From an optimization exercise on the open Yosys and OpenROAD flow, aimed at small area; shortcuts taken in it are not production practice. The RTL was checked by simulation tests, not by an equivalence proof against the original design. No driver is modelled on the clock port, so clocking that relies on it looks cheaper here than on a real chip. Power figures rest on the tool's default switching activity, not on a simulated workload.

`constraint.sdc`:
```
create_clock -name core_clock -period 10.0 [get_ports {clk}]
set_input_delay 2.0000 -clock core_clock [delete_from_list [all_inputs] [get_ports {clk}]]
set_output_delay 2.0000 -clock core_clock [all_outputs]
set_load 0.01 [all_outputs]
```
`design.v`:
```
module debounce (clk, rst, key, key_pulse);
  input  clk;
  input  rst;
  input  key;
  output key_pulse;
  reg key_1st_pre;
  reg key_1st_now;
  always @(posedge clk or posedge rst)
    if (rst) begin
      key_1st_pre <= 1'b1;
      key_1st_now <= 1'b1;
    end
    else begin
      key_1st_now <= key;
      key_1st_pre <= key_1st_now;
    end
  wire key_edge = key_1st_pre & (~key_1st_now);
  reg [5:0] cnt;
  always @(posedge clk or posedge rst)
    if (rst)           cnt <= 6'h0;
    else if (key_edge) cnt <= 6'h0;
    else               cnt <= {cnt[4:0], cnt[5] ^ cnt[4] ^ (cnt[4:0] == 5'd0)};
  reg key_2nd_pre;
  reg key_2nd_now;
  always @(posedge clk or posedge rst)
    if (rst)                     key_2nd_now <= 1'b1;
    else if (cnt == 6'b100000)   key_2nd_now <= key;
  always @(posedge clk or posedge rst)
    if (rst)  key_2nd_pre <= 1'b1;
    else      key_2nd_pre <= key_2nd_now;
  assign key_pulse = key_2nd_pre & (~key_2nd_now);
endmodule
module taxi (
  clk, rst, mile_v, onride, double, night, subtotal, waiting, stopped,
  seg_cat, seg_AX, speed_led, night_led, double_led, ride_led, clk_sound,
  lattice_row, lattice_Rcol, lattice_Gcol, lcd_en, lcd_rs, lcd_data
);
  input             clk;
  input             rst;
  input       [2:0] mile_v;
  input             onride;
  input             double;
  input             night;
  input             subtotal;
  input             waiting;
  input             stopped;
  output      [7:0] seg_cat;
  output reg  [7:0] seg_AX;
  output      [7:0] speed_led;
  output            night_led;
  output            double_led;
  output            ride_led;
  output            clk_sound;
  output      [7:0] lattice_row;
  output      [7:0] lattice_Rcol;
  output      [7:0] lattice_Gcol;
  output            lcd_en;
  output            lcd_rs;
  output      [7:0] lcd_data;
  assign double_led = double;
  assign night_led  = night;
  assign ride_led   = ~onride;
  reg  [14:0] gcnt;
  always @(posedge clk or posedge rst)
    if (rst) gcnt <= 15'd0;
    else     gcnt <= gcnt + 15'd1;
  wire tick = &gcnt[1:0];
  reg       lcd_row;                   
  reg [4:0] lcd_p;
  wire       lcd_go =  ~(lcd_p[4] & ~lcd_p[2] & ~lcd_p[1] & ~lcd_p[0]);    
  wire [2:0] lat_v  = gcnt[4:2];
  wire [3:0] lat_h  = gcnt[14:11];
  wire       lat_on = lcd_go | (|gcnt[5:2]);      
  assign lattice_row = lat_on ? ~(8'd1 << lat_v) : 8'hff;
  reg [14:0] pat;
  always @(*) begin
    case ({onride, lat_v})
      4'd0:  pat = 15'h0808;  4'd1:  pat = 15'h3E7F;
      4'd2:  pat = 15'h0455;  4'd3:  pat = 15'h0A22;
      4'd4:  pat = 15'h3F3E;  4'd5:  pat = 15'h0808;
      4'd6:  pat = 15'h7F08;  4'd7:  pat = 15'h087F;
      4'd8:  pat = 15'h1320;  4'd9:  pat = 15'h6A70;
      4'd10: pat = 15'h6B4F;  4'd11: pat = 15'h6A09;
      4'd12: pat = 15'h3A26;  4'd13: pat = 15'h2A26;
      4'd14: pat = 15'h0229;  default: pat = 15'h7D50;
    endcase
  end
  wire [14:0] rs1 = lat_h[3] ? {pat[6:0], 1'b0, pat[14:8]} : pat;
  wire [10:0] rs2 = lat_h[2] ? rs1[14:4] : rs1[10:0];
  wire [8:0]  rs3 = lat_h[1] ? rs2[10:2] : rs2[8:0];
  wire [7:0]  rs4 = lat_h[0] ? rs3[8:1]  : rs3[7:0];
  assign lattice_Rcol = onride ? 8'b0 : rs4;
  assign lattice_Gcol = onride ? rs4 : 8'b0;
  wire wait_dbs, stop_dbs, sub_dbs;
  debounce waitingKEY (clk, rst, waiting,  wait_dbs);
  debounce stoppedKEY (clk, rst, stopped,  stop_dbs);
  debounce subKEY     (clk, rst, subtotal, sub_dbs);
  reg       wait_st;                   
  reg       stop_c;                    
  reg [1:0] sub_c;                     
  always @(posedge clk or posedge rst)
    if (rst)                    wait_st <= 1'b0;
    else if (!onride || stop_c) wait_st <= 1'b0;
    else if (wait_dbs)          wait_st <= ~wait_st;
  always @(posedge clk or posedge rst)
    if (rst)           stop_c <= 1'b0;
    else if (!onride)  stop_c <= 1'b0;
    else if (stop_dbs) stop_c <= 1'b1;
  always @(posedge clk or posedge rst)
    if (rst)                                  sub_c <= 2'd0;
    else if (!onride)                         sub_c <= 2'd0;
    else if (double && sub_dbs && !sub_c[1])  sub_c <= sub_c + 2'd1;
  reg  [2:0] seg_cnt;                  
  reg        seg_on;                   
  localparam [6:0] MS_END = 7'd99;
  localparam [8:0] SC_ON  = 9'd15;
  localparam [8:0] SC_END = 9'd511;
  reg  [6:0] mile_ms, wait_ms;         
  reg  [2:0] mile_spd;                 
  reg  [1:0] wait_m3;                  
  reg  [3:0] nc;                       
  reg  [3:0] d0, d1;                   
  reg  [2:0] d2;                       
  reg  [3:0] d3, d4, d5;               
  reg  [3:0] d6, d7;                   
  reg  [3:0] p1_0, p1_1, p2_0, p2_1;   
  reg  [2:0] p1_2, p2_2;
  reg  [3:0] snd;                      
  reg        snd_on;
  reg  [8:0] scnt;                     
  wire d3_9 = d3[3] & d3[0];
  wire d4_9 = d4[3] & d4[0];
  wire d1_9 = d1[3] & d1[0];
  wire d6_9 = d6[3] & d6[0];
  wire wsat = d5[3] & d5[0];           
  wire msat = d7[3] & d7[0] & d6_9;    
  wire w_ge5 = (d5 != 4'd0) | (d4 != 4'd0) | (d3 > 4'd4);
  wire km_gt2 = (d7 != 4'd0) | (d6 > 4'd2);
  wire fresh = (d7 == 4'd0) & (d6 == 4'd0) & (d5 == 4'd0) & (d4 == 4'd0) &
               (d3 == 4'd0) & d0[0];
  wire ride = onride & ~stop_c & (sub_c != 2'd1);
  wire pm   = double & (sub_c == 2'd0);    
  wire [1:0] fy = wait_st ? (pm ? 2'd0 : 2'd1) : (pm ? 2'd1 : 2'd2);
  wire [2:0] fj = wait_st ? (pm ? (night ? 3'd7 : 3'd6) : (night ? 3'd2 : 3'd0))
                          : (night ? 3'd4 : (pm ? 3'd2 : 3'd0));
  wire [4:0] ft   = {1'b0, nc} + {2'b0, fj};
  wire       nc5  = nc[3] | (nc[2] & (nc[1] | nc[0]));    
  wire       fr   = ((ft > 5'd4) & ~nc5) | ft[4];
  wire [3:0] nc_n = (ft > 5'd9) ? ft[3:0] - 4'd10 : ft[3:0];
  wire [3:0] fu   = d0 + {2'b0, fy} + {3'b0, fr};
  wire       fc   = fu > 4'd9;
  wire [3:0] d0_n = fc ? fu - 4'd10 : fu;
  wire wait_sec = wait_st & (wait_ms == MS_END);
  wire mile_km  = ~wait_st & (mile_ms == MS_END) & (mile_spd >= mile_v);
  wire fee = wait_sec ? (wait_m3 == 2'd2) & w_ge5 & ~wsat : mile_km & ~msat & km_gt2;
  wire music = ride ? (snd != 4'd15) : (snd != 4'd0);
  always @(posedge clk or posedge rst) begin
    if (rst) begin
      seg_cnt <= 3'd0;  seg_on <= 1'b0;
      mile_ms <= 7'd0;  wait_ms <= 7'd0;  mile_spd <= 3'd0;  wait_m3 <= 2'd0;
      nc <= 4'd0;
      d0 <= 4'd3;  d1 <= 4'd1;  d2 <= 3'd0;
      d3 <= 4'd0;  d4 <= 4'd0;  d5 <= 4'd9;  d6 <= 4'd9;  d7 <= 4'd9;
      p1_0 <= 4'd0; p1_1 <= 4'd0; p1_2 <= 3'd0;
      p2_0 <= 4'd0; p2_1 <= 4'd0; p2_2 <= 3'd0;
      snd <= 4'd0;  snd_on <= 1'b0;  scnt <= 9'd0;
    end
    else if (tick) begin
      if (onride) begin
        seg_cnt <= seg_cnt + 3'd1;
        seg_on  <= 1'b1;
      end
      if (onride && (ride || stop_c)) begin
        if (music) begin
          if (scnt == SC_ON) snd_on <= 1'b1;
          else if (scnt == SC_END) begin
            snd    <= ride ? snd + 4'd1 : snd - 4'd1;
            snd_on <= 1'b0;
          end
          scnt <= scnt + 9'd1;
        end
        else snd_on <= 1'b0;
      end
      if (ride) begin
        p1_2 <= d2;  p1_1 <= d1;  p1_0 <= d0;
        if (sub_c == 2'd0) begin
          p2_2 <= d2;  p2_1 <= d1;  p2_0 <= d0;
        end
        if (fresh) begin
          if (double && night)  begin d0 <= 4'd0; nc <= 4'd6; end
          else if (night)       begin d0 <= 4'd6; nc <= 4'd6; end
          else if (double)      begin d1 <= 4'd0; d0 <= 4'd8; nc <= 4'd8; end
        end
        if (wait_st) begin
          if (wait_ms == MS_END) begin
            wait_ms <= 7'd0;
            if (!wsat) begin
              if (d3_9) begin
                d3 <= 4'd0;
                if (d4_9) begin d4 <= 4'd0; d5 <= d5 + 4'd1; end
                else d4 <= d4 + 4'd1;
              end
              else d3 <= d3 + 4'd1;
            end
            wait_m3 <= wait_m3[1] ? 2'd0 : wait_m3 + 2'd1;
          end
          else wait_ms <= wait_ms + 7'd1;
        end
        else begin
          if (mile_ms == MS_END) begin
            mile_ms <= 7'd0;
            if (mile_spd >= mile_v) begin
              mile_spd <= 3'd0;
              if (!msat) begin
                if (d6_9) begin d6 <= 4'd0; d7 <= d7 + 4'd1; end
                else d6 <= d6 + 4'd1;
              end
            end
            else mile_spd <= mile_spd + 3'd1;
          end
          else mile_ms <= mile_ms + 7'd1;
        end
        if (fee) begin
          d0 <= d0_n;
          nc <= nc_n;
          if (fc) begin
            if (d1_9) begin d1 <= 4'd0; d2 <= d2 + 3'd1; end
            else d1 <= d1 + 4'd1;
          end
        end
      end
      else if (!onride) begin
        mile_ms <= 7'd0;  mile_spd <= 3'd0;  wait_ms <= 7'd0;  wait_m3 <= 2'd0;
        nc <= 4'd0;  snd <= 4'd0;  snd_on <= 1'b0;
        seg_cnt <= 3'd0;  seg_on <= 1'b0;
        d0 <= 4'd3;  d1 <= 4'd1;  d2 <= 3'd0;  d3 <= 4'd0;
        d4 <= 4'd0;  d5 <= 4'd0;  d6 <= 4'd0;  d7 <= 4'd0;
      end
    end
  end
  assign seg_cat = seg_on ? ~(8'd1 << seg_cnt) : 8'hff;
  reg [3:0] dsel;
  always @(*) begin
    case (seg_cnt)
      3'd0: dsel = d0;          3'd1: dsel = d1;
      3'd2: dsel = {1'b0, d2};  3'd3: dsel = d3;
      3'd4: dsel = d4;          3'd5: dsel = d5;
      3'd6: dsel = d6;          default: dsel = d7;
    endcase
    seg_AX[0] = dsel[3] | dsel[1] | (dsel[2] & dsel[0]) | (~dsel[2] & ~dsel[0]);
    seg_AX[1] = ~dsel[2] | (dsel[1] & dsel[0]) | (~dsel[1] & ~dsel[0]);
    seg_AX[2] = dsel[2] | ~dsel[1] | dsel[0];
    seg_AX[3] = dsel[3] | (~dsel[2] & ~dsel[0]) | (dsel[1] & ~dsel[0]) |
                (~dsel[2] & dsel[1]) | (dsel[2] & ~dsel[1] & dsel[0]);
    seg_AX[4] = (~dsel[2] & ~dsel[0]) | (dsel[1] & ~dsel[0]);
    seg_AX[5] = dsel[3] | (~dsel[1] & ~dsel[0]) | (dsel[2] & ~dsel[1]) | (dsel[2] & ~dsel[0]);
    seg_AX[6] = dsel[3] | (dsel[2] & ~dsel[1]) | (~dsel[2] & dsel[1]) | (dsel[1] & ~dsel[0]);
    seg_AX[7] = 1'b0;
  end
  assign speed_led = onride ? ~(8'hfe << mile_spd) : 8'h00;
  reg [6:0] bs;
  reg       bph, bclk;
  reg [6:0] bst;
  always @(*) begin
    case (snd)
      4'd0, 4'd1, 4'd6, 4'd11, 4'd12, 4'd13: bst = 7'b0010011;    
      4'd2, 4'd5:                             bst = 7'b0110110;    
      4'd3, 4'd4:                             bst = 7'b0110111;    
      4'd8, 4'd9:                             bst = 7'b0011111;    
      default:                                bst = 7'b0011100;    
    endcase
  end
  wire bwrap = (bs == 7'd10);
  always @(posedge clk or posedge rst)
    if (rst)          begin bs <= 7'b0010011; bph <= 1'b0; bclk <= 1'b0; end
    else if (!snd_on) begin bs <= bst; bph <= 1'b0; bclk <= 1'b0; end
    else begin
      bs   <= bwrap ? bst : {bs[5:0], bs[6] ^ bs[5]};
      bph  <= bph ^ bwrap;
      bclk <= bph;
    end
  assign clk_sound = snd_on & bclk;
  reg [6:0] lcd_d;
  wire lcd_wr   = lcd_go & (gcnt[3:0] == 4'd14);
  wire lcd_last = (lcd_p == 5'd15);
  wire [4:0] np = lcd_last ? 5'd31 : lcd_p + 5'd1;
  wire       nrow = lcd_row ^ lcd_last;
  reg [6:0] ch;
  always @(*) begin
    if (np[4]) begin
      case (np[2:0])
        3'd2: ch = 7'h38;  3'd3: ch = 7'h08;  3'd4: ch = 7'h01;
        3'd5: ch = 7'h06;  3'd6: ch = 7'h0c;  3'd7: ch = nrow ? 7'h40 : 7'h00;
        default: ch = 7'h00;
      endcase
    end
    else if (!nrow) begin
      if (onride)
        case (np[3:0])
          4'd0:  ch = {3'h3, d7};   4'd1:  ch = {3'h3, d6};
          4'd2:  ch = "k";          4'd3:  ch = "m";
          4'd4:  ch = " ";          4'd5:  ch = {3'h3, d5};
          4'd6:  ch = {3'h3, d4};   4'd7:  ch = {3'h3, d3};
          4'd8:  ch = "s";          4'd9:  ch = " ";
          4'd10: ch = 7'h31 + mile_v;
          4'd11: ch = "s";          4'd12: ch = "/";
          4'd13: ch = "k";          4'd14: ch = "m";
          default: ch = " ";
        endcase
      else
        case (np[3:0])
          4'd0:  ch = " ";  4'd1:  ch = "T";  4'd2:  ch = "A";  4'd3:  ch = "X";
          4'd4:  ch = "I";  4'd5:  ch = " ";  4'd6:  ch = "-";  4'd7:  ch = " ";
          4'd8:  ch = "W";  4'd9:  ch = "E";  4'd10: ch = "L";  4'd11: ch = "C";
          4'd12: ch = "O";  4'd13: ch = "M";  4'd14: ch = "E";  default: ch = " ";
        endcase
    end
    else begin
      if (onride && double)
        case (np[3:0])
          4'd0:  ch = "R";  4'd1:  ch = "M";  4'd2:  ch = "B";  4'd3:  ch = " ";
          4'd4:  ch = "1";  4'd5:  ch = ":";
          4'd6:  ch = {4'h6, p1_2};  4'd7:  ch = {3'h3, p1_1};  4'd8:  ch = {3'h3, p1_0};
          4'd9:  ch = ",";  4'd10: ch = " ";  4'd11: ch = "2";  4'd12: ch = ":";
          4'd13: ch = {4'h6, p2_2};  4'd14: ch = {3'h3, p2_1};  default: ch = {3'h3, p2_0};
        endcase
      else if (onride)
        case (np[3:0])
          4'd0:  ch = "R";  4'd1:  ch = "M";  4'd2:  ch = "B";  4'd3:  ch = ":";
          4'd4:  ch = {4'h6, d2};  4'd5:  ch = {3'h3, d1};  4'd6:  ch = {3'h3, d0};
          default: ch = " ";
        endcase
      else
        case (np[3:0])
          4'd0:  ch = " ";  4'd1:  ch = "P";  4'd2:  ch = "o";  4'd3:  ch = "w";
          4'd4:  ch = "e";  4'd5:  ch = "r";  4'd6:  ch = "e";  4'd7:  ch = "d";
          4'd8:  ch = " ";  4'd9:  ch = "b";  4'd10: ch = "y";  4'd11: ch = " ";
          4'd12: ch = "L";  4'd13: ch = "Y";  4'd14: ch = "R";  default: ch = " ";
        endcase
    end
  end
  always @(posedge clk or posedge rst)
    if (rst) begin
      lcd_row <= 1'b0;  lcd_p <= 5'd24;  lcd_d <= 7'd0;
    end
    else if (!lcd_go) begin
      if (gcnt[5:0] == 6'd62) lcd_p <= 5'd25;
    end
    else if (lcd_wr) begin
      lcd_row <= nrow;  lcd_p <= np;  lcd_d <= ch;
    end
  assign lcd_en   = ~(lcd_go & (gcnt[3:0] >= 4'd7) & (gcnt[3:0] != 4'd15));
  assign lcd_rs   = ~lcd_p[4];
  assign lcd_data = {lcd_p[4] & lcd_p[2] & lcd_p[1] & lcd_p[0], lcd_d};
endmodule
```
`flow/clocktree.tcl`:
```
# Manual clock tree: clk port -> one root buffer -> K leaf buffers, each driving
# the flip-flops of one placement region (split at the median x, then median y).
set block [ord::get_db_block]
set db [ord::get_db]
set clknet [$block findNet $::env(CLKNET)]
set sinks {}
foreach it [$clknet getITerms] { lappend sinks $it }
puts "clock sinks: [llength $sinks]"
proc loc {it} { set b [[$it getInst] getBBox]; return [list [expr {([$b xMin]+[$b xMax])/2}] [expr {([$b yMin]+[$b yMax])/2}]] }
proc median {l} { set s [lsort -integer $l]; return [lindex $s [expr {[llength $s]/2}]] }
proc split {group axis} {
  set vals {}
  foreach it $group { lappend vals [lindex [loc $it] $axis] }
  set m [median $vals]
  set a {}; set b {}
  foreach it $group { if {[lindex [loc $it] $axis] < $m} { lappend a $it } else { lappend b $it } }
  return [list $a $b]
}
set groups [list $sinks]
foreach axis $::env(SPLITS) {
  set ng {}
  foreach g $groups { foreach h [split $g $axis] { if {[llength $h]} { lappend ng $h } } }
  set groups $ng
}
set rootm [$db findMaster $::env(ROOTBUF)]
set leafm [$db findMaster $::env(LEAFBUF)]
set root [odb::dbInst_create $block $rootm "ctsroot"]
set rootnet [odb::dbNet_create $block "clknet_root"]
$rootnet setSigType CLOCK
# root near the centroid of all sinks
set sx 0; set sy 0
foreach it $sinks { set l [loc $it]; incr sx [lindex $l 0]; incr sy [lindex $l 1] }
$root setLocation [expr {$sx/[llength $sinks]}] [expr {$sy/[llength $sinks]}]
$root setPlacementStatus PLACED
foreach it $sinks { $it disconnect }
[$root findITerm A] connect $clknet
[$root findITerm X] connect $rootnet
set i 0
foreach g $groups {
  set leaf [odb::dbInst_create $block $leafm "ctsleaf_$i"]
  set net [odb::dbNet_create $block "clknet_leaf_$i"]
  $net setSigType CLOCK
  set gx 0; set gy 0
  foreach it $g { set l [loc $it]; incr gx [lindex $l 0]; incr gy [lindex $l 1]; $it connect $net }
  $leaf setLocation [expr {$gx/[llength $g]}] [expr {$gy/[llength $g]}]
  $leaf setPlacementStatus PLACED
  [$leaf findITerm A] connect $rootnet
  [$leaf findITerm X] connect $net
  puts "leaf $i: [llength $g] sinks"
  incr i
}

# Upsize the leaf buffers whose flip-flops see a slow clock edge (estimated from
# placement), so that every clock pin stays well inside the slew limit.
proc size_leaves {limit bigbuf} {
  set block [ord::get_db_block]
  set big [[ord::get_db] findMaster $bigbuf]
  set_propagated_clock [all_clocks]
  estimate_parasitics -placement
  set changed 0
  foreach inst [$block getInsts] {
    if {![string match "ctsleaf_*" [$inst getName]]} { continue }
    set net [[$inst findITerm X] getNet]
    set worst 0
    foreach pin [get_pins -of_objects [get_nets [$net getName]] -filter "direction == input"] {
      foreach e {rise fall} {
        set s [get_property $pin slew_max_$e]
        if {$s > $worst} { set worst $s }
      }
    }
    if {$worst > $limit} {
      puts "[$inst getName]: worst clock slew $worst, upsized to $bigbuf"
      $inst swapMaster $big
      incr changed
    }
  }
  return $changed
}
```
`flow/run.sh`:
```
#!/bin/bash
# Own layout flow: the standard ORFS flow, with
#  - an area-oriented synthesis (no half/full-adder cell extraction; iterated
#    ABC area scripts, keeping the smallest result); the registers are those of
#    the standard synthesis
#  - small port buffers
#  - a two-level clock tree built after placement (clk port -> one root buffer
#    -> one leaf buffer per placement region), instead of TritonCTS's tree
# Each tool's output goes to its own log file in this folder.
set -euo pipefail
W=$(pwd)
F=$W/flow
# ABC runs once per script in flow/abc_*.script; the smallest netlist is kept
export MY_ABC_SCRIPTS="$(ls $F/abc_*.script | tr '\n' ' ')"
cat > $W/own_synth.tcl <<'EOT'
proc abc {args} {
  set lib [lindex $args [expr {[lsearch $args -liberty] + 1}]]
  set si [expr {[lsearch $args -script] + 1}]
  design -save pre_abc
  set best 1e30
  set bi -1
  set i 0
  foreach sc $::env(MY_ABC_SCRIPTS) {
    design -load pre_abc
    set a $args
    lset a $si $sc
    yosys abc {*}$a
    set st [tee -q -s result.string stat {*}[list -liberty $lib]]
    regexp {Chip area for module [^:]*: ([0-9.]+)} $st -> area
    puts "ABC script $sc: area $area"
    if {$area < $best} { set best $area; set bi $i }
    design -save abc_$i
    incr i
  }
  puts "ABC best: [lindex $::env(MY_ABC_SCRIPTS) $bi] ($best)"
  design -load abc_$bi
}
proc extract_fa {args} {}
EOT
echo "source $W/synth_recipe.tcl" >> $W/own_synth.tcl
bash standard.sh SYNTH_SCRIPT=$W/own_synth.tcl synth > $W/synth.log 2>&1
bash standard.sh "BUFFER_PORTS_ARGS=-buffer_cell sky130_fd_sc_hd__buf_1" place > $W/place.log 2>&1
R=$W/orfs/results/$FLOW_PLATFORM/taxi/base
P=$FLOW_HOME/platforms/$FLOW_PLATFORM
cat > $W/clocktree_run.tcl <<EOT
read_liberty $P/lib/sky130_fd_sc_hd__tt_025C_1v80.lib
read_db $R/3_place.odb
read_sdc $R/3_place.sdc
source $P/setRC.tcl
source $F/clocktree.tcl
detailed_placement
size_leaves 0.115 sky130_fd_sc_hd__clkbuf_8
detailed_placement
check_placement
write_db $R/3_place.odb
EOT
CLKNET=clk SPLITS="0 1 0 1" ROOTBUF=sky130_fd_sc_hd__clkbuf_16 LEAFBUF=sky130_fd_sc_hd__clkbuf_4 \
  openroad -no_init -exit $W/clocktree_run.tcl > $W/clocktree.log 2>&1
bash standard.sh "BUFFER_PORTS_ARGS=-buffer_cell sky130_fd_sc_hd__buf_1" \
  "CTS_ARGS=-clk_nets clk -dont_use_dummy_load -buf_list sky130_fd_sc_hd__clkbuf_8" \
  finish > $W/layout.log 2>&1
```
`flow/abc_it18.script`:
```
strash
&get -n
&st
&dch -f
&nf -R 1000
&put
mfs2 -a
strash
&get -n
&st
&dch -f
&nf -R 1000
&put
mfs2 -a
strash
&get -n
&st
&dch -f
&nf -R 1000
&put
mfs2 -a
strash
&get -n
&st
&dch -f
&nf -R 1000
&put
mfs2 -a
strash
&get -n
&st
&dch -f
&nf -R 1000
&put
mfs2 -a
strash
&get -n
&st
&dch -f
&nf -R 1000
&put
mfs2 -a
strash
&get -n
&st
&dch -f
&nf -R 1000
&put
mfs2 -a
strash
&get -n
&st
&dch -f
&nf -R 1000
&put
mfs2 -a
strash
&get -n
&st
&dch -f
&nf -R 1000
&put
mfs2 -a
strash
&get -n
&st
&dch -f
&nf -R 1000
&put
mfs2 -a
strash
&get -n
&st
&dch -f
&nf -R 1000
&put
mfs2 -a
strash
&get -n
&st
&dch -f
&nf -R 1000
&put
mfs2 -a
strash
&get -n
&st
&dch -f
&nf -R 1000
&put
mfs2 -a
strash
&get -n
&st
&dch -f
&nf -R 1000
&put
mfs2 -a
strash
&get -n
&st
&dch -f
&nf -R 1000
&put
mfs2 -a
strash
&get -n
&st
&dch -f
&nf -R 1000
&put
mfs2 -a
strash
&get -n
&st
&dch -f
&nf -R 1000
&put
mfs2 -a
strash
&get -n
&st
&dch -f
&nf -R 1000
&put
```
`flow/abc_nf2k12.script`:
```
strash
&get -n
&st
&dch -f
&nf -R 2000
&put
mfs2 -a
strash
&get -n
&st
&dch -f
&nf -R 2000
&put
mfs2 -a
strash
&get -n
&st
&dch -f
&nf -R 2000
&put
mfs2 -a
strash
&get -n
&st
&dch -f
&nf -R 2000
&put
mfs2 -a
strash
&get -n
&st
&dch -f
&nf -R 2000
&put
mfs2 -a
strash
&get -n
&st
&dch -f
&nf -R 2000
&put
mfs2 -a
strash
&get -n
&st
&dch -f
&nf -R 2000
&put
mfs2 -a
strash
&get -n
&st
&dch -f
&nf -R 2000
&put
mfs2 -a
strash
&get -n
&st
&dch -f
&nf -R 2000
&put
mfs2 -a
strash
&get -n
&st
&dch -f
&nf -R 2000
&put
mfs2 -a
strash
&get -n
&st
&dch -f
&nf -R 2000
&put
mfs2 -a
strash
&get -n
&st
&dch -f
&nf -R 2000
&put
```
`standard.sh`:
```
#!/bin/bash
# synth_recipe.tcl (not shown) runs the flow's synth.tcl, then flattens the netlist and writes it again
# the make line also repeats each setting of config.mk as NAME=value (left out here)
make -C /OpenROAD-flow-scripts/flow DESIGN_CONFIG=/design/flow/config.mk WORK_HOME=/design/flow/orfs CLKGATE_MAP_FILE= SYNTH_SCRIPT=/design/flow/synth_recipe.tcl "${@:-finish}"
```
`flow/abc_it9.script`:
```
strash
&get -n
&st
&dch -f
&nf -R 1000
&put
mfs2 -a
strash
&get -n
&st
&dch -f
&nf -R 1000
&put
mfs2 -a
strash
&get -n
&st
&dch -f
&nf -R 1000
&put
mfs2 -a
strash
&get -n
&st
&dch -f
&nf -R 1000
&put
mfs2 -a
strash
&get -n
&st
&dch -f
&nf -R 1000
&put
mfs2 -a
strash
&get -n
&st
&dch -f
&nf -R 1000
&put
mfs2 -a
strash
&get -n
&st
&dch -f
&nf -R 1000
&put
mfs2 -a
strash
&get -n
&st
&dch -f
&nf -R 1000
&put
mfs2 -a
strash
&get -n
&st
&dch -f
&nf -R 1000
&put
```
`config.mk`:
```
export PLATFORM = sky130hd
export DESIGN_NAME = taxi
export DESIGN_NICKNAME = taxi
export VERILOG_FILES = /design/flow/design.v
export SDC_FILE = /design/flow/constraint.sdc
export NUM_CORES = 4
export LEC_CHECK = 0
export ABC_AREA = 1
export CAP_MARGIN = 20
export CORE_MARGIN = 2
export CORE_UTILIZATION = 55
export SLEW_MARGIN = 20
```
`flow/abc_it14.script`:
```
strash
&get -n
&st
&dch -f
&nf -R 1000
&put
mfs2 -a
strash
&get -n
&st
&dch -f
&nf -R 1000
&put
mfs2 -a
strash
&get -n
&st
&dch -f
&nf -R 1000
&put
mfs2 -a
strash
&get -n
&st
&dch -f
&nf -R 1000
&put
mfs2 -a
strash
&get -n
&st
&dch -f
&nf -R 1000
&put
mfs2 -a
strash
&get -n
&st
&dch -f
&nf -R 1000
&put
mfs2 -a
strash
&get -n
&st
&dch -f
&nf -R 1000
&put
mfs2 -a
strash
&get -n
&st
&dch -f
&nf -R 1000
&put
mfs2 -a
strash
&get -n
&st
&dch -f
&nf -R 1000
&put
mfs2 -a
strash
&get -n
&st
&dch -f
&nf -R 1000
&put
mfs2 -a
strash
&get -n
&st
&dch -f
&nf -R 1000
&put
mfs2 -a
strash
&get -n
&st
&dch -f
&nf -R 1000
&put
mfs2 -a
strash
&get -n
&st
&dch -f
&nf -R 1000
&put
mfs2 -a
strash
&get -n
&st
&dch -f
&nf -R 1000
&put
```
==> impl_results.md, run 1 <==
- Die span in x: 131 µm
- LEAKAGE: 4.06 nW
- Type of origin of the critical path: input pin
- Pin count of the biggest net entering global routing: 88
- Pwr/cell area: 179 nW/µm²
- CP Max Fanout: 35
- Post-CTS Setup Bufs: 0
- Final worst slack: 3.53 ns
- Cells after Synth: 1025
- Synth warn: 2
- FMAX: 154 MHz
- Core area: 15800 µm²
- Antenna-violating nets left: 0
- Status: timing/DRC/antenna clean
- CP endpoint kind: output pin
- # diodes: 0
- Vias in the first global route: 7353
- Post-synthesis sequential area ratio: 47.1%
- Post-synth EDFFs: 0
- I/O Buffers: 71
- Skew-Pair Late Insertion Delay: 0.42 ns
- Share of cells above drive strength 1: 5.35%
- Number of setup violations in the final report: 0
- Min-Delay Path Class: reg2reg
- Worst hold margin: 0.360 ns
- Number of vias per cell: 6.02
- Setup TNS: 0 ns
- Initial DRC count: 848
- Netlist area before placement: 8830 µm²
- Die Y: 131 µm
- Antenna violations before repair: 0
- DRC errors left: 0
- Initial cell density of the core: 56.0%
- Final worst-path cycle share: 64.7%
- RSZ-0062 raised after global routing: false
- Via count: 8058
- Wire per inst: 17.8 µm
- Routability cong.: 0.970
- Global route hottest layer: met2
- Post-synth top flop: dfrtp_1
- Maximum vdd drop: 136 µV
- Initial DRT Pass Iterations: 6
- Area Growth Syn to Fin: 9.00%
- Max cap viols: 0
- Clk slew on worst S/H paths: 0.09 ns
- Flops & latches, synth: 165
- Row count: 46
- Mean Syn Cell Area: 8.62 µm²
- Worst endpoint required time: 8.00 ns
- Final Hold Viols: 0
- Total grt overflow: 0
- Relative slew slack: 34.6%
- WS Path Type: in2out
- IO Count: 73
- Cell variety after synth: 53
- Asr flop ratio synth: 100%
- Total Routing Usage GR: 27.8%
- Met3 global-route usage: 2.61%
- Final Net Count: 1135
- Slew at the pin closest to its max-slew limit: 0.981 ns
- Met2 Track Usage GR: 43.2%
- Met1 GRT Util: 42.2%
- Post-CTS sizing: 0
- Clock Skew: 0.0369 ns
- Core Util, Final: 61.0%
- Final Slew Violations: 0
- Syn_nets: 1036
- Setup Slack @ Placement: 3.27 ns
- Fin crit period: 6.47 ns
- CP Data Arrival Time: 4.47 ns
- Die Area: 17100 µm²
- Filler cells: 1468
- Detailed placement HPWL: 16900 µm
- First-pass GRT wire length: 38200 µm
- Detailed Route WL: 23800 µm
- # hold bufs at CTS: 0
-- flip-flops by register name, summed over array words and instances (netlist names), 7 cells and up --
signal,count
bs,7
gcnt,15
lcd_d,7
mile_ms,7
scnt,9
wait_ms,7
-- synth_stat cells (22+ instances only) --
master / number / area, µm²
nor2_1: 150 / 563
dfrtp_1: 139 / 3480
nand2_1: 138 / 518
a21oi_1: 116 / 581
o21ai_0: 75 / 375
nor3_1: 42 / 210
and2_0: 29 / 181
dfstp_2: 26 / 683
nand3_1: 26 / 130
a31oi_1: 23 / 144
and3_1: 22 / 138
xnor2_1: 22 / 193
-- per-layer routing --
layer,routed length [µm],up-vias
met4,512,0
met2,10900,282
li1,-,3911
met3,1420,44
met5,0,-
met1,11000,3821
-- area by class of cell --
| cell class | count | area [µm²] | area share (%) |
|---|---|---|---|
| Buffer | 17 | 176 | 1.83 |
| Inverter | 18 | 72.6 | 0.754 |
| Multi-Input combinational cell | 838 | 4580 | 47.6 |
| Sequential cell | 165 | 4160 | 43.2 |
| Tap cell | 216 | 270 | 2.81 |
| Timing Repair Buffer | 84 | 365 | 3.80 |
-- cells by family after synthesis --
kind of cell             count (synthesis)  synth area share [%]
AND/OR/NAND/NOR                        470                  24.4
AO/OA/AOI/OAI                          309                  21.1
flip-flops                             165                  47.1
XOR/XNOR                                39                  3.87
buffers and inverters                   22                  1.10
multiplexers                            17                  2.12
adder cells (fa/ha/maj)                  2                 0.227
other                                    1                0.0425
-- cell usage in the layout, fill, tap and decap left out, drive strengths merged, types with 3 or more instances in the layout --
cell / instances
a41oi: 3
xnor2: 22
or2: 4
o22ai: 5
o21ai: 75
and2: 29
mux2i: 3
a21oi: 116
o31ai: 5
xor2: 17
buf: 83
clkbuf: 18
a221oi: 8
a32oi: 3
nand2b: 12
nor3: 42
o21a: 8
nor2: 150
nand2: 138
nand3: 26
nor4: 14
a22o: 5
and3: 22
nor3b: 7
mux2: 14
dfrtp: 139
dfstp: 26
nor2b: 11
a31oi: 23
a211oi: 10
o211ai: 4
a21o: 5
a222oi: 6
a22oi: 18
nand4: 8
clkinv: 17
-- final timing paths --
kind,slack [ns],depth (start not counted),start,endpoint
max in group asynchronous,6.78,3,rst,lcd_d[5]$_DFFE_PP0P_
setup / recovery,3.53,12,onride,lattice_Gcol[4]
setup reg to reg,5.37,15,sub_c[1]$_DFFE_PP0P_,d5[2]$_DFFE_PP0P_
min in group asynchronous,1.72,2,rst,wait_ms[2]$_DFFE_PP0P_
hold / removal,0.36,0,stoppedKEY.key_2nd_now$_DFFE_PP1N_,stoppedKEY.key_2nd_pre$_DFF_PP1_
hold reg to reg,0.36,0,stoppedKEY.key_2nd_now$_DFFE_PP1N_,stoppedKEY.key_2nd_pre$_DFF_PP1_
-- metrics by stage --
step / total power [mW] / cell area [µm²] / std cells
CTS: 1.64 / 9620 / 1338
finish: 1.72 / 9630 / 1338
global route: 1.83 / 9630 / 1338
detailed placement: 1.40 / 9450 / 1321
global placement: 1.39 / 9440 / 1320
floorplan: 1.25 / 8830 / 1025
-- critical path, cell delays in order --
cell	delay, ns
clkbuf_2	0.35
buf_4	0.47
nand2_1	0.17
o21ai_0	0.28
a21oi_1	0.07
a31oi_1	0.24
a21oi_1	0.13
o21ai_0	0.28
nand2_1	0.08
o21ai_0	0.11
and2_0	0.15
buf_1	0.15
-- report_power, final --
part,total [mW],internal (mW),switching (mW)
logic,0.433,0.176,0.257
registers,0.966,0.812,0.154
clock network,0.321,0.114,0.206
==> inputs of run 2 (changes only) <==
--- a/design.v
+++ b/design.v
@@ -6,14 +6,10 @@
   reg key_1st_pre;
   reg key_1st_now;
   always @(posedge clk or posedge rst)
-    if (rst) begin
-      key_1st_pre <= 1'b1;
-      key_1st_now <= 1'b1;
-    end
-    else begin
-      key_1st_now <= key;
-      key_1st_pre <= key_1st_now;
-    end
+    if (rst) key_1st_now <= 1'b1;
+    else     key_1st_now <= key;
+  always @(posedge clk)
+    key_1st_pre <= key_1st_now;
   wire key_edge = key_1st_pre & (~key_1st_now);
   reg [5:0] cnt;
   always @(posedge clk or posedge rst)
@@ -25,9 +21,8 @@
   always @(posedge clk or posedge rst)
     if (rst)                     key_2nd_now <= 1'b1;
     else if (cnt == 6'b100000)   key_2nd_now <= key;
-  always @(posedge clk or posedge rst)
-    if (rst)  key_2nd_pre <= 1'b1;
-    else      key_2nd_pre <= key_2nd_now;
+  always @(posedge clk)
+    key_2nd_pre <= key_2nd_now;
   assign key_pulse = key_2nd_pre & (~key_2nd_now);
 endmodule
 module taxi (
@@ -157,8 +152,7 @@
   always @(posedge clk or posedge rst) begin
     if (rst) begin
       seg_cnt <= 3'd0;  seg_on <= 1'b0;
-      mile_ms <= 7'd0;  wait_ms <= 7'd0;  mile_spd <= 3'd0;  wait_m3 <= 2'd0;
-      nc <= 4'd0;
+      mile_ms <= 7'd0;  mile_spd <= 3'd0;
       d0 <= 4'd3;  d1 <= 4'd1;  d2 <= 3'd0;
       d3 <= 4'd0;  d4 <= 4'd0;  d5 <= 4'd9;  d6 <= 4'd9;  d7 <= 4'd9;
       p1_0 <= 4'd0; p1_1 <= 4'd0; p1_2 <= 3'd0;
@@ -187,13 +181,12 @@
           p2_2 <= d2;  p2_1 <= d1;  p2_0 <= d0;
         end
         if (fresh) begin
-          if (double && night)  begin d0 <= 4'd0; nc <= 4'd6; end
-          else if (night)       begin d0 <= 4'd6; nc <= 4'd6; end
-          else if (double)      begin d1 <= 4'd0; d0 <= 4'd8; nc <= 4'd8; end
+          if (double && night)  d0 <= 4'd0;
+          else if (night)       d0 <= 4'd6;
+          else if (double)      begin d1 <= 4'd0; d0 <= 4'd8; end
         end
         if (wait_st) begin
           if (wait_ms == MS_END) begin
-            wait_ms <= 7'd0;
             if (!wsat) begin
               if (d3_9) begin
                 d3 <= 4'd0;
@@ -202,9 +195,7 @@
               end
               else d3 <= d3 + 4'd1;
             end
-            wait_m3 <= wait_m3[1] ? 2'd0 : wait_m3 + 2'd1;
           end
-          else wait_ms <= wait_ms + 7'd1;
         end
         else begin
           if (mile_ms == MS_END) begin
@@ -222,7 +213,6 @@
         end
         if (fee) begin
           d0 <= d0_n;
-          nc <= nc_n;
           if (fc) begin
             if (d1_9) begin d1 <= 4'd0; d2 <= d2 + 3'd1; end
             else d1 <= d1 + 4'd1;
@@ -230,14 +220,35 @@
         end
       end
       else if (!onride) begin
-        mile_ms <= 7'd0;  mile_spd <= 3'd0;  wait_ms <= 7'd0;  wait_m3 <= 2'd0;
-        nc <= 4'd0;  snd <= 4'd0;  snd_on <= 1'b0;
+        mile_ms <= 7'd0;  mile_spd <= 3'd0;
+        snd <= 4'd0;  snd_on <= 1'b0;
         seg_cnt <= 3'd0;  seg_on <= 1'b0;
         d0 <= 4'd3;  d1 <= 4'd1;  d2 <= 3'd0;  d3 <= 4'd0;
         d4 <= 4'd0;  d5 <= 4'd0;  d6 <= 4'd0;  d7 <= 4'd0;
       end
     end
   end
+  always @(posedge clk) begin
+    if (tick) begin
+      if (ride) begin
+        if (fresh) begin
+          if (night)       nc <= 4'd6;
+          else if (double) nc <= 4'd8;
+        end
+        if (wait_st) begin
+          if (wait_ms == MS_END) begin
+            wait_ms <= 7'd0;
+            wait_m3 <= wait_m3[1] ? 2'd0 : wait_m3 + 2'd1;
+          end
+          else wait_ms <= wait_ms + 7'd1;
+        end
+        if (fee) nc <= nc_n;
+      end
+      else if (!onride) begin
+        wait_ms <= 7'd0;  wait_m3 <= 2'd0;  nc <= 4'd0;
+      end
+    end
+  end
   assign seg_cat = seg_on ? ~(8'd1 << seg_cnt) : 8'hff;
   reg [3:0] dsel;
   always @(*) begin
@@ -271,9 +282,8 @@
     endcase
   end
   wire bwrap = (bs == 7'd10);
-  always @(posedge clk or posedge rst)
-    if (rst)          begin bs <= 7'b0010011; bph <= 1'b0; bclk <= 1'b0; end
-    else if (!snd_on) begin bs <= bst; bph <= 1'b0; bclk <= 1'b0; end
+  always @(posedge clk)
+    if (!snd_on) begin bs <= bst; bph <= 1'b0; bclk <= 1'b0; end
     else begin
       bs   <= bwrap ? bst : {bs[5:0], bs[6] ^ bs[5]};
       bph  <= bph ^ bwrap;
==> flow/abc_it16.script (new file) <==
strash
&get -n
&st
&dch -f
&nf -R 1000
&put
mfs2 -a
strash
&get -n
&st
&dch -f
&nf -R 1000
&put
mfs2 -a
strash
&get -n
&st
&dch -f
&nf -R 1000
&put
mfs2 -a
strash
&get -n
&st
&dch -f
&nf -R 1000
&put
mfs2 -a
strash
&get -n
&st
&dch -f
&nf -R 1000
&put
mfs2 -a
strash
&get -n
&st
&dch -f
&nf -R 1000
&put
mfs2 -a
strash
&get -n
&st
&dch -f
&nf -R 1000
&put
mfs2 -a
strash
&get -n
&st
&dch -f
&nf -R 1000
&put
mfs2 -a
strash
&get -n
&st
&dch -f
&nf -R 1000
&put
mfs2 -a
strash
&get -n
&st
&dch -f
&nf -R 1000
&put
mfs2 -a
strash
&get -n
&st
&dch -f
&nf -R 1000
&put
mfs2 -a
strash
&get -n
&st
&dch -f
&nf -R 1000
&put
mfs2 -a
strash
&get -n
&st
&dch -f
&nf -R 1000
&put
mfs2 -a
strash
&get -n
&st
&dch -f
&nf -R 1000
&put
mfs2 -a
strash
&get -n
&st
&dch -f
&nf -R 1000
&put
mfs2 -a
strash
&get -n
&st
&dch -f
&nf -R 1000
&put
--- a/config.mk
+++ b/config.mk
@@ -9,4 +9,5 @@
 export CAP_MARGIN = 20
 export CORE_MARGIN = 2
 export CORE_UTILIZATION = 55
+export GPL_TIMING_DRIVEN = 0
 export SLEW_MARGIN = 20
==> impl_results.md, run 2 <==
- Status: timing/DRC/antenna clean
- Largest cells by area after synthesis: dfrtp_1, nor2_1, nand2_1
- Worst hold margin: 0.404 ns (+0.0440 ns)
- # hold bufs at CTS: 0 (unchanged)
- Relative slew slack: 29.8% (-4.8 points)
- Hold Path Depth: 0 (unchanged)
- Fin crit period: 6.64 ns (+0.163 ns)
- Initial DRC count: 758 (-11%)
- End of the worst register-to-register path: d5[2]$_DFFE_PP0P_
- Most common cell after layout, fill and taps aside: nor2_1
- Total Routing Usage GR: 26.2% (-1.6 points)
- First-pass GRT wire length: 36100 µm (-5.3%)
- Type of origin of the critical path: input pin
- Filler cells: 1488 (+1.4%)
- Initial DRT Pass Iterations: 6 (unchanged)
- I/O Buffers: 71 (unchanged)
- Via count: 7934 (-1.5%)
- Min-Delay Path Class: reg2reg
- Final Hold Viols: 0 (unchanged)
- Row count: 46 (unchanged)
- Number of cells on the worst reg-to-reg path: 16 (+1)
- Biggest regs: gcnt (15), scnt (9)
- Routability cong.: 0.918 (-5.4%)
- WS Path Type: in2out
- Share of cells above drive strength 1: 4.20% (-1.1 points)
- CP endpoint kind: output pin
- Max cap viols: 0 (unchanged)
- Clock Skew: 0.0392 ns (+0.00225 ns)
- Post-CTS sizing: 0 (unchanged)
- Commonest cells in the netlist: nor2_1, nand2_1, dfrtp_1, a21oi_1, o21ai_0
- Most frequent cells in the layout: nor2_1, nand2_1, dfrtp_1, a21oi_1, o21ai_0
- Pwr/cell area: 166 nW/µm² (-7.0%)
- Die Area: 17000 µm² (-0.50%)
- Cells after Synth: 1026 (+0.098%)
- R2R setup slack: 5.22 ns (-0.15 ns)
- Post-CTS Setup Bufs: 0 (unchanged)
- Clk slew on worst S/H paths: 0.08 ns (about the same)
- Final Net Count: 1131 (-0.35%)
- Post-synthesis sequential area ratio: 47.1% (about the same)
- Asr flop ratio synth: 83.0% (-17 points)
- RSZ-0062 raised after global routing: false
- LEAKAGE: 3.94 nW (-3.1%)
- Top cell type by total area after synthesis: dfrtp_1
- Final cell count without fillers: 1334 (-0.30%)
- Post-synth EDFFs: 13 (+13)
- FMAX: 151 MHz (-2.5%)
- Detailed placement HPWL: 16500 µm (-2.5%)
- Final worst-path cycle share: 66.4% (+1.6 points)
- CP Max Fanout: 40 (+14%)
- Netlist area before placement: 8790 µm² (-0.52%)
- Syn_nets: 1037 (+0.097%)
- IO Count: 73 (unchanged)
- Worst r2r src: stop_c$_DFFE_PP0P_
- Core Util, Final: 60.8% (-0.29 points)
- Mean Syn Cell Area: 8.56 µm² (-0.62%)
- Synth warn: 2 (unchanged)
- Worst endpoint required time: 8.00 ns (about the same)
- Number of vias per cell: 5.95 (-1.2%)
- Die Y: 130 µm (-0.25%)
- Detailed Route WL: 22700 µm (-4.7%)
- Dpl cells: 1316 (-0.38%)
- Die span in x: 130 µm (-0.25%)
- Initial cell density of the core: 55.7% (-0.29 points)
- Total grt overflow: 0 (unchanged)
- Number of setup violations in the final report: 0 (unchanged)
- Skew-Pair Late Insertion Delay: 0.41 ns (about the same)
- Core area: 15800 µm² (unchanged)
- Area Growth Syn to Fin: 9.06% (about the same)
- Antenna violations before repair: 0 (unchanged)
- DRC errors left: 0 (unchanged)
- Most common cell in the netlist: nor2_1
- Pin count of the biggest net entering global routing: 76 (-14%)
- # diodes: 0 (unchanged)
- Reg with most FFs: gcnt
- Flops & latches, synth: 165 (unchanged)
- Setup TNS: 0 ns (unchanged)
- CP Data Arrival Time: 4.64 ns (+0.17 ns)
- Hold_sp: subKEY.key_1st_now$_DFF_PP1_
- Final Slew Violations: 0 (unchanged)
- Post-synth top flop: dfrtp_1
- Cell variety after synth: 55 (+3.8%)
- Max FFs per register: 15 (unchanged)
- Slew at the pin closest to its max-slew limit: 1.05 ns (+0.0678 ns)
- Antenna-violating nets left: 0 (unchanged)
- Wire per inst: 17.0 µm (-4.4%)
- Hold EP: subKEY.key_1st_pre$_DFF_P_
- Top cell type's share of synthesized area: 34.2% (-5.2 points)
- Maximum vdd drop: 111 µV (-18%)
- Vias in the first global route: 7044 (-4.2%)
==> run 2: cell count changes in the layout (fill, tap and decap cells not counted), moves of 8 or more <==
cell      previous run  this run
a21oi_1            116       107
and2_0              29        38
buf_4               13         5
dfrtp_1            139       120
dfstp_2             26        17
dfxtp_1              0        15
edfxtp_1             0        13
nand2_1            138       147
==> run 2: power breakdown <==
group | internal [mW] | switching, mW
clock network | 0.114 | 0.207
logic | 0.144 | 0.225
registers | 0.789 | 0.113
total | 1.05 | 0.546
==> run 2: worst max path at each step <==
stage / start / end / slack, ns / cells past startpoint
after floorplan: onride / lattice_Gcol[2] / 4.50 / 13
after global placement: onride / lattice_Gcol[2] / 1.45 / 11
after detailed placement: onride / d5[2]$_DFFE_PP0P_ / 2.83 / 18
after CTS: onride / d5[2]$_DFFE_PP0P_ / 2.85 / 18
after global routing: onride / lattice_Gcol[2] / 3.02 / 12
final: onride / lattice_Rcol[4] / 3.36 / 12
==> run 2: final cells by class <==
cell class | count | area [µm²] | share of cell area [%]
multi-input combinational | 836 | 4550 | 47.5
sequential | 165 | 4140 | 43.2
timing repair buffer | 75 | 330 | 3.45
tap | 216 | 270 | 2.82
buffer | 21 | 206 | 2.15
inverter | 21 | 83.8 | 0.875
==> run 2: kinds of logic after synthesis <==
family | after synthesis | share of synthesized area (%)
AND/OR/NAND/NOR | 486 | 25.4
buffers and inverters | 25 | 1.24
adder cells (fa/ha/maj) | 1 | 0.114
AO/OA/AOI/OAI | 291 | 20.0
multiplexers | 16 | 2.02
flip-flops | 165 | 47.1
XOR/XNOR | 41 | 4.09
other | 1 | 0.0427
==> run 2: through the flow <==
step                setup slack (ns)  area (µm²)  total power, mW
detailed placement              2.83        9390             1.28
finish                          3.36        9580             1.59
global placement                1.45        9320             1.27
global route                    3.02        9580             1.69
floorplan                       4.50        8790             1.15
CTS                             2.85        9570             1.51
==> run 2: worst max-delay path, cell delays in order <==
cell	delay, ns
buf_2	0.20
buf_12	0.23
clkinv_1	0.70
nand2_1	0.32
nand2_1	0.10
nor2_1	0.09
a21oi_1	0.07
o21ai_0	0.26
mux2i_1	0.13
o21ai_0	0.20
and2_0	0.15
buf_1	0.15
==> run 2: per-layer routing <==
metal	share of wire (%)	vias to the layer above	routed length, µm	global-route usage, %
li1	-	3883	-	-
met1	48	3738	10900	40.7
met2	43	278	9850	40.5
met3	6.8	35	1560	2.32
met4	2.1	0	468	5.51
met5	0	-	0	0
==> inputs of run 3 (changes only) <==
--- a/config.mk
+++ b/config.mk
@@ -9,5 +9,4 @@
 export CAP_MARGIN = 20
 export CORE_MARGIN = 2
 export CORE_UTILIZATION = 55
-export GPL_TIMING_DRIVEN = 0
 export SLEW_MARGIN = 20
removed: flow/abc_it16.script
==> impl_results.md, run 3 <==
- Mean Syn Cell Area: 8.62 µm² (+0.69%)
- Clock share of power: 19.8% (-0.4 points)
- R2R setup slack: 5.61 ns (+0.39 ns)
- Total Routing Usage GR: 26.6% (+0.41 points)
- Antenna violations before repair: 0 (unchanged)
- Pin count of the biggest net entering global routing: 75 (-1.3%)
- Relative slew slack: 32.9% (+3.1 points)
- Mux cell area share after synthesis: 2.36% (+0.34 points)
- Die Y: 130 µm (about the same)
- WS Path Type: in2out
- Post-synth EDFFs: 13 (unchanged)
- # diodes: 0 (unchanged)
- Synth Area in Simple Gates: 25.6% (+0.17 points)
- Maximum vdd drop: 107 µV (-3.3%)
- CP Data Arrival Time: 4.29 ns (-0.35 ns)
- Post-CTS Setup Bufs: 0 (unchanged)
- Flops & latches, synth: 165 (unchanged)
- Via count: 7970 (+0.45%)
- CP peak stage delay: 0.57 ns (-0.13 ns)
- Cell variety after synth: 55 (unchanged)
- Hold_sp: waitingKEY.key_1st_now$_DFF_PP1_
- Critical path's slowest cell: clkinv_1
- Most frequent cells in the layout: nor2_1, nand2_1, dfrtp_1, a21oi_1, buf_1
- Max FFs per register: 15 (unchanged)
- Area of the multi-input gates: 4550 µm² (about the same)
- Filler cells: 1449 (-2.6%)
- Die Area: 17000 µm² (about the same)
- Design area: 9570 µm² (-0.16%)
- Number of cells on the worst reg-to-reg path: 20 (+4)
- Number of setup violations in the final report: 0 (unchanged)
- FMAX: 159 MHz (+5.5%)
- End of the worst register-to-register path: d2[2]$_DFFE_PP0P_
- Top cell type's share of synthesized area: 34.1% (about the same)
- Core area: 15800 µm² (unchanged)
- Reg with most FFs: gcnt
- Detailed placement HPWL: 16100 µm (-2.3%)
- Int Power: 1.04 mW (-0.73%)
- Slew at the pin closest to its max-slew limit: 1.00 ns (-0.0465 ns)
- Cells after Synth: 1020 (-0.58%)
- Die span in x: 130 µm (about the same)
- Final worst slack: 3.71 ns (+0.345 ns)
- Adder-Cell Fraction of Synth Area: 0.114% (about the same)
- Clk slew on worst S/H paths: 0.08 ns (about the same)
- Comb pwr share: 22.4% (-0.8 points)
- Initial DRT Pass Iterations: 8 (+2)
- Status: timing/DRC/antenna clean
- Total Power: 1.58 mW (-0.87%)
- Max cap viols: 0 (unchanged)
- Compound-Gate Fraction of Synth Area: 19.4% (-0.60 points)
- Final worst-path cycle share: 62.9% (-3.4 points)
- Detailed Route WL: 22500 µm (-0.95%)
- Initial DRC count: 628 (-17%)
- Register Area: 4140 µm² (unchanged)
- Skew-Pair Late Insertion Delay: 0.41 ns (about the same)
- Worst endpoint required time: 8.00 ns (about the same)
- I/O Buffers: 71 (unchanged)
- IO Count: 73 (unchanged)
- Sw Share: 34.2% (-0.095 points)
- Area after DPL: 9400 µm² (about the same)
- Post-synthesis sequential area ratio: 47.1% (about the same)
- Synth Area in XOR/XNOR: 4.18% (+0.096 points)
- Sequential share of power: 57.8% (+1.2 points)
- CP endpoint kind: output pin
- Setup Slack @ Placement: 3.68 ns (+0.858 ns)
- Routability cong.: 0.928 (+1.1%)
- Post-CTS sizing: 0 (unchanged)
- Largest cells by area after synthesis: dfrtp_1, nor2_1, a21oi_1
- Post-synth top flop: dfrtp_1
- # hold bufs at CTS: 0 (unchanged)
- Final Net Count: 1129 (-0.18%)
- Initial cell density of the core: 55.8% (about the same)
- Final Slew Violations: 0 (unchanged)
- Switching power: 0.539 mW (-1.1%)
- RSZ-0062 raised after global routing: false
- DRC errors left: 0 (unchanged)
- Min-Delay Path Class: reg2reg
- Most common cell in the netlist: nor2_1
- Hold Path Depth: 0 (unchanged)
- LEAKAGE: 3.92 nW (-0.44%)
- Combinational family with the most area after synthesis: simple AND/OR/NAND/NOR gates
- Syn_nets: 1031 (-0.58%)
- Share of cells above drive strength 1: 4.39% (+0.19 points)
- Biggest regs: gcnt (15), scnt (9)
- Wire per inst: 16.9 µm (-0.81%)
- Final Hold Viols: 0 (unchanged)
- Antenna-violating nets left: 0 (unchanged)
- Number of vias per cell: 5.98 (+0.60%)
- Netlist area before placement: 8790 µm² (about the same)
- Most common cell after layout, fill and taps aside: nor2_1
- CP Max Fanout: 22 (-45%)
- Synth warn: 2 (unchanged)
- Vias in the first global route: 7314 (+3.8%)
- Fin crit period: 6.29 ns (-0.345 ns)
- Asr flop ratio synth: 83.0% (unchanged)
- Clock Skew: 0.0336 ns (-0.00557 ns)
- Setup TNS: 0 ns (unchanged)
- Row count: 46 (unchanged)
- Total grt overflow: 0 (unchanged)
- Type of origin of the critical path: input pin
- Top cell type by total area after synthesis: dfrtp_1
- Pwr/cell area: 165 nW/µm² (-0.72%)
- Commonest cells in the netlist: nor2_1, nand2_1, dfrtp_1, a21oi_1, o21ai_0
- First-pass GRT wire length: 36800 µm (+1.8%)
- Worst r2r src: sub_c[1]$_DFFE_PP0P_
- Critical Path, Cell by Cell: clkbuf_2, clkinv_1, nor2_1, a21oi_1, clkinv_1, o22ai_1, nor2_1, a21oi_1, nand2_1, o21ai_0, mux2i_1, nand2_1, o21ai_0, and2_0, buf_1
- Hold EP: waitingKEY.key_1st_pre$_DFF_P_
- Area Growth Syn to Fin: 8.78%
run 3: changes by cell type after synthesis, sizes merged, moves of 3 or more:
cell,delta
nand2,-13
o21ai,-10
nor3,+9
nor2,-5
a31oi,+4
nand4,+4
a221o,-3
and2,-3
and3,+3
mux2i,+3
nand2b,+3
or3,-3
run 3: how the worst max path moves through the flow:
stage	start	slack, ns	depth (start not counted)	to
5_1_grt	onride	3.39	15	lattice_Gcol[1]
3_5_place_dp	onride	3.68	15	lattice_Gcol[1]
2_1_floorplan	onride	4.40	13	lattice_Gcol[0]
3_3_place_gp	onride	3.78	15	lattice_Rcol[1]
4_1_cts	onride	3.68	15	lattice_Gcol[1]
6_report	onride	3.71	15	lattice_Gcol[1]
run 3: power by group through the flow:
stage | combinational, mW | sequential [mW] | clock [mW]
floorplan | 0.274 | 0.869 | 0
global placement | 0.347 | 0.921 | 0
detailed placement | 0.353 | 0.922 | 0
CTS | 0.356 | 0.923 | 0.220
global route | 0.406 | 0.928 | 0.348
finish | 0.354 | 0.913 | 0.312
run 3: worst max-delay path, delay by kind of cell:
family                 cells  cell delay, ns
AO/OA/AOI/OAI              5            0.49
multiplexers               1            0.24
AND/OR/NAND/NOR            5            0.69
buffers and inverters      4            0.88
run 3: kinds of logic after synthesis:
kind of cell | Yosys count
buffers and inverters | 26
and+or+nand+nor | 484
xor gates and xnor gates | 42
other | 1
DFF | 165
adders and majority gates | 1
muxes | 19
AOI/OAI and AO/OA | 282
run 3: cell type report:
| type | count | area share (%) |
|---|---|---|
| well taps | 216 | 2.83 |
| repair buffers | 83 | 3.74 |
| multi-input cells | 829 | 47.5 |
| inverters | 22 | 0.916 |
| plain buffers | 17 | 1.71 |
| flip-flops and latches | 165 | 43.3 |
run 3: stage by stage:
step / hold WS, ns / utilization, % / instances
global route: 0.417 / 60.7 / 1332
floorplan: 0.391 / - / 1020
detailed placement: 0.397 / 59.6 / 1315
CTS: 0.396 / 60.6 / 1332
global placement: 0.393 / 59.6 / 1315
finish: 0.407 / 60.7 / 1332
run 3: per-layer routing:
metal	vias up	GRT usage, %	part of all wire (%)
met1	3755	38.7	46
li1	3888	-	-
met4	0	8.20	3.2
met2	271	42.9	45
met5	-	0	0
met3	56	2.48	6.5

-- port drivers added, routing unchanged --
The flow's constraints put no driver on any port. The routed layouts listed below were extracted and timed again, unchanged, in two steps. Step 1: set_driving_cell puts a clkbuf_16 on clk and a buf_2 on each other input, an assumption about the parent block. Step 2 times the ports against the registers' clock, not the clock port: input delays grow and output delays shrink by t, the midpoint of the rising clock arrivals with the driver on. Three values: ideal ports, drivers, drivers and shift; two values: the first two.
run	t (ns)	setup slack, ns	clock arrival spread, ns	worst slew at a driven data input, ns	cell pins on the clock port's net
run 1	0.438	3.527 / 3.493 / 3.493	0.037 / 0.038	0.06	1
run 2	0.435	3.364 / 3.342 / 3.271	0.042 / 0.043	0.03	1
run 3	0.426	3.709 / 3.686 / 3.686	0.035 / 0.034	0.04	1
After both steps setup and hold are still met in every run listed. For run 2, which loses most, drivers alone change the setup slack by -0.022 ns; drivers and shift together by -0.093 ns.
